This design comes from an exercise in tuning for small area, a short achievable clock period and few clock cycles on the open sky130 flow, not from production work. At most, simulation tests tie the RTL to the original design; equivalence was not proved. Power figures rest on the tool's default switching activity, not on a simulated workload.

==> flow/design.v (excerpt) <==
module UT_TOP (
    clk, rst_n, in_valid, in_time,
    out_valid, out_display, out_day
);
Size: roughly 79 flip-flops, about 42 I/O pins.
Settings: LEC_CHECK=0, ABC_AREA=1, ABC_CLOCK_PERIOD_IN_PS=1500, CAP_MARGIN=20, CORE_MARGIN=2, CORE_UTILIZATION=60, SETUP_SLACK_MARGIN=5, SLEW_MARGIN=20; clock period 9.0 ns.
standard.sh (not shown) runs the stock make flow with config.mk's settings and CLKGATE_MAP_FILE= SYNTH_SCRIPT=/design/flow/synth_recipe.tcl, a recipe that flattens the netlist after the stock synthesis.
==> flow/flow/run.sh <==
#!/bin/bash
# Standard layout, except:
#  - synthesis maps adders and comparators through ABC (no full/half-adder
#    cell extraction), with a stronger area-oriented ABC script
#    (flow/abc_area.script, used in place of ORFS's abc_area.script);
#  - port buffers are plain buf_1 cells (resized later where timing needs it);
#  - clock tree synthesis adds no dummy loads;
set -euo pipefail
rm -rf scripts_local
cp -r "$FLOW_HOME/scripts" scripts_local
cp flow/abc_area.script scripts_local/abc_area.script
bash standard.sh "SCRIPTS_DIR=$PWD/scripts_local" ADDER_MAP_FILE= \
  "BUFFER_PORTS_ARGS=-buffer_cell sky130_fd_sc_hd__buf_1" \
  "CTS_ARGS=-sink_clustering_enable -repair_clock_nets -dont_use_dummy_load" \
  finish > flow_make.log 2>&1
==> flow/flow/abc_area.script <==
strash
&get -n
&fraig -x
&put
scorr
dc2
dc2
strash
dch -f
map {D}
topo
stime -c
buffer -c
upsize -c
dnsize -c
Next try:
--- a/flow/flow/run.sh
+++ b/flow/flow/run.sh
@@ -7,0 +8 @@
+#  - timing repair aims for 2.67 ns paths.
@@ -12 +13 @@
-bash standard.sh "SCRIPTS_DIR=$PWD/scripts_local" ADDER_MAP_FILE= \
+bash standard.sh "SCRIPTS_DIR=$PWD/scripts_local" ADDER_MAP_FILE= SETUP_SLACK_MARGIN=6.33 \
What happened:
- The changed run completed without violations
- power is higher by a few percent
- setup slack gains 0.41 ns
- worst hold slack barely changes
- die area stays the same
- design area is higher by a few percent
- routed wire length went up by a few percent
- via count climbs by a few percent
- global-route usage is about the same
- critical path depth falls by 11
- synthesized area does not change
Function was not checked in any run of this note: the RTL went through the layout flow alone.

UT_TOP, a different RTL version from the one above (not shown whole).
Size: roughly 1300 cells after synthesis, ~71 flip-flops, about 42 I/O pins, roughly 0.0074 mm² of cells after synthesis.
Design UT_TOP, start of the top module:
module UT_TOP (
    clk, rst_n, in_valid, in_time,
    out_valid, out_display, out_day
);
input clk, rst_n, in_valid;
input [30:0] in_time;
output reg out_valid;
output reg [3:0] out_display;
output reg [2:0] out_day;
reg [4:0] cnt;
wire idle = (cnt == 5'd0);
reg [9:0]  R1;     
reg [15:0] S;      
reg [6:0]  LO;     
reg [1:0]  QD;     
reg [2:0]  W;      
reg        gt, lt; 
reg [10:0] R2;
reg [4:0]  Y;      
reg [1:0]  YO;     
wire [1:0] HH = S[1:0];
wire [3:0] MO = S[5:2];
wire [4:0] DY = S[10:6];
wire [11:0] x1 = {R1, S[15:14]};
wire        c1a = (x1 >= 12'd675), c1b = (x1 >= 12'd1350), c1c = (x1 >= 12'd2025);
wire [1:0]  q1 = c1c ? 2'd3 : c1b ? 2'd2 : c1a ? 2'd1 : 2'd0;
wire [11:0] r1n = c1c ? x1 - 12'd2025 : c1b ? x1 - 12'd1350 : c1a ? x1 - 12'd675 : x1;
wire [12:0] x2 = {R2, QD};
wire        c2a = (x2 >= 13'd1461), c2b = (x2 >= 13'd2922), c2c = (x2 >= 13'd4383);
wire [1:0]  q2 = c2c ? 2'd3 : c2b ? 2'd2 : c2a ? 2'd1 : 2'd0;
wire [12:0] r2n = c2c ? x2 - 13'd4383 : c2b ? x2 - 13'd2922 : c2a ? x2 - 13'd1461 : x2;
reg [2:0] wn;
always @(*) begin
    case ({W, q1})
  ...
export LEC_CHECK = 0
export ABC_AREA = 1
export CAP_MARGIN = 20
export CORE_MARGIN = 2
export CORE_UTILIZATION = 60
export SETUP_SLACK_MARGIN = 5
export SLEW_MARGIN = 20
create_clock -name core_clock -period 9.0 [get_ports {clk}]
==> flow/flow/run.sh <==
#!/bin/bash
# Standard layout, except that synthesis maps adders and comparators through ABC
# (no full/half-adder cell extraction), and timing repair aims for 2.5 ns paths.
set -euo pipefail
bash standard.sh ADDER_MAP_FILE= SETUP_SLACK_MARGIN=6.5 finish > flow_make.log 2>&1
Testbench counts at the start, summed over its fixed seeds: cycles 11,768.
Next try:
==> flow/flow/run.sh (replaced) <==
#!/bin/bash
# Standard layout, except:
#  - synthesis maps adders and comparators through ABC (no full/half-adder
#    cell extraction), which gives smaller and faster logic here;
#  - port buffers are plain buf_1 cells (resized later where timing needs it);
#  - clock tree synthesis adds no dummy loads;
#  - timing repair aims for 2.5 ns paths.
set -euo pipefail
bash standard.sh ADDER_MAP_FILE= SETUP_SLACK_MARGIN=6.5 \
  "BUFFER_PORTS_ARGS=-buffer_cell sky130_fd_sc_hd__buf_1" \
  "CTS_ARGS=-sink_clustering_enable -repair_clock_nets -dont_use_dummy_load" \
  finish > flow_make.log 2>&1
CORE_UTILIZATION = 75   (was 60)
What happened: The new run completed with no timing, DRC or antenna violations. Combinational power is higher by about 4%. Core utilization is higher by 14 points. Flip-flop and latch count stays the same.

-- afterwards: timing with drivers on the ports --
Ports are ideal in the flow. The routed layouts listed here were re-timed in OpenROAD. Step 1 (the two cells are an assumption about what drives the block):
set clk [get_ports {clk}]
set_driving_cell -lib_cell sky130_fd_sc_hd__clkbuf_16 $clk
set_driving_cell -lib_cell sky130_fd_sc_hd__buf_2 [delete_from_list [all_inputs] $clk]
Step 2, shift: input delay + t, output delay - t, t = (earliest + latest rising clock arrival at the registers) / 2. This alone moves slack from input paths to output paths. a / b / c = no drivers / after step 1 / after step 2; a / b = the first two.
| run | t (ns) | slack for setup (ns) | worst setup path after step 2 | worst data-port slew with drivers (ns) |
|---|---|---|---|---|
| the first run of note 1 | 0.411 | 5.902 / 5.902 / 5.902 | register to register | 0.04 |
| the second run of note 1 | 0.410 | 6.315 / 6.279 / 6.418 | register to register | 0.04 |
| the first run of note 2 | 0.388 | 6.424 / 6.383 / 6.288 | input to register | 0.04 |
| the second run of note 2 | 0.401 | 6.388 / 6.350 / 6.422 | register to register | 0.03 |
After both steps setup and hold are still met in every run listed. The setup slack of the first run of note 2, which loses most, moves by -0.041 ns with the drivers and by -0.136 ns with both steps.
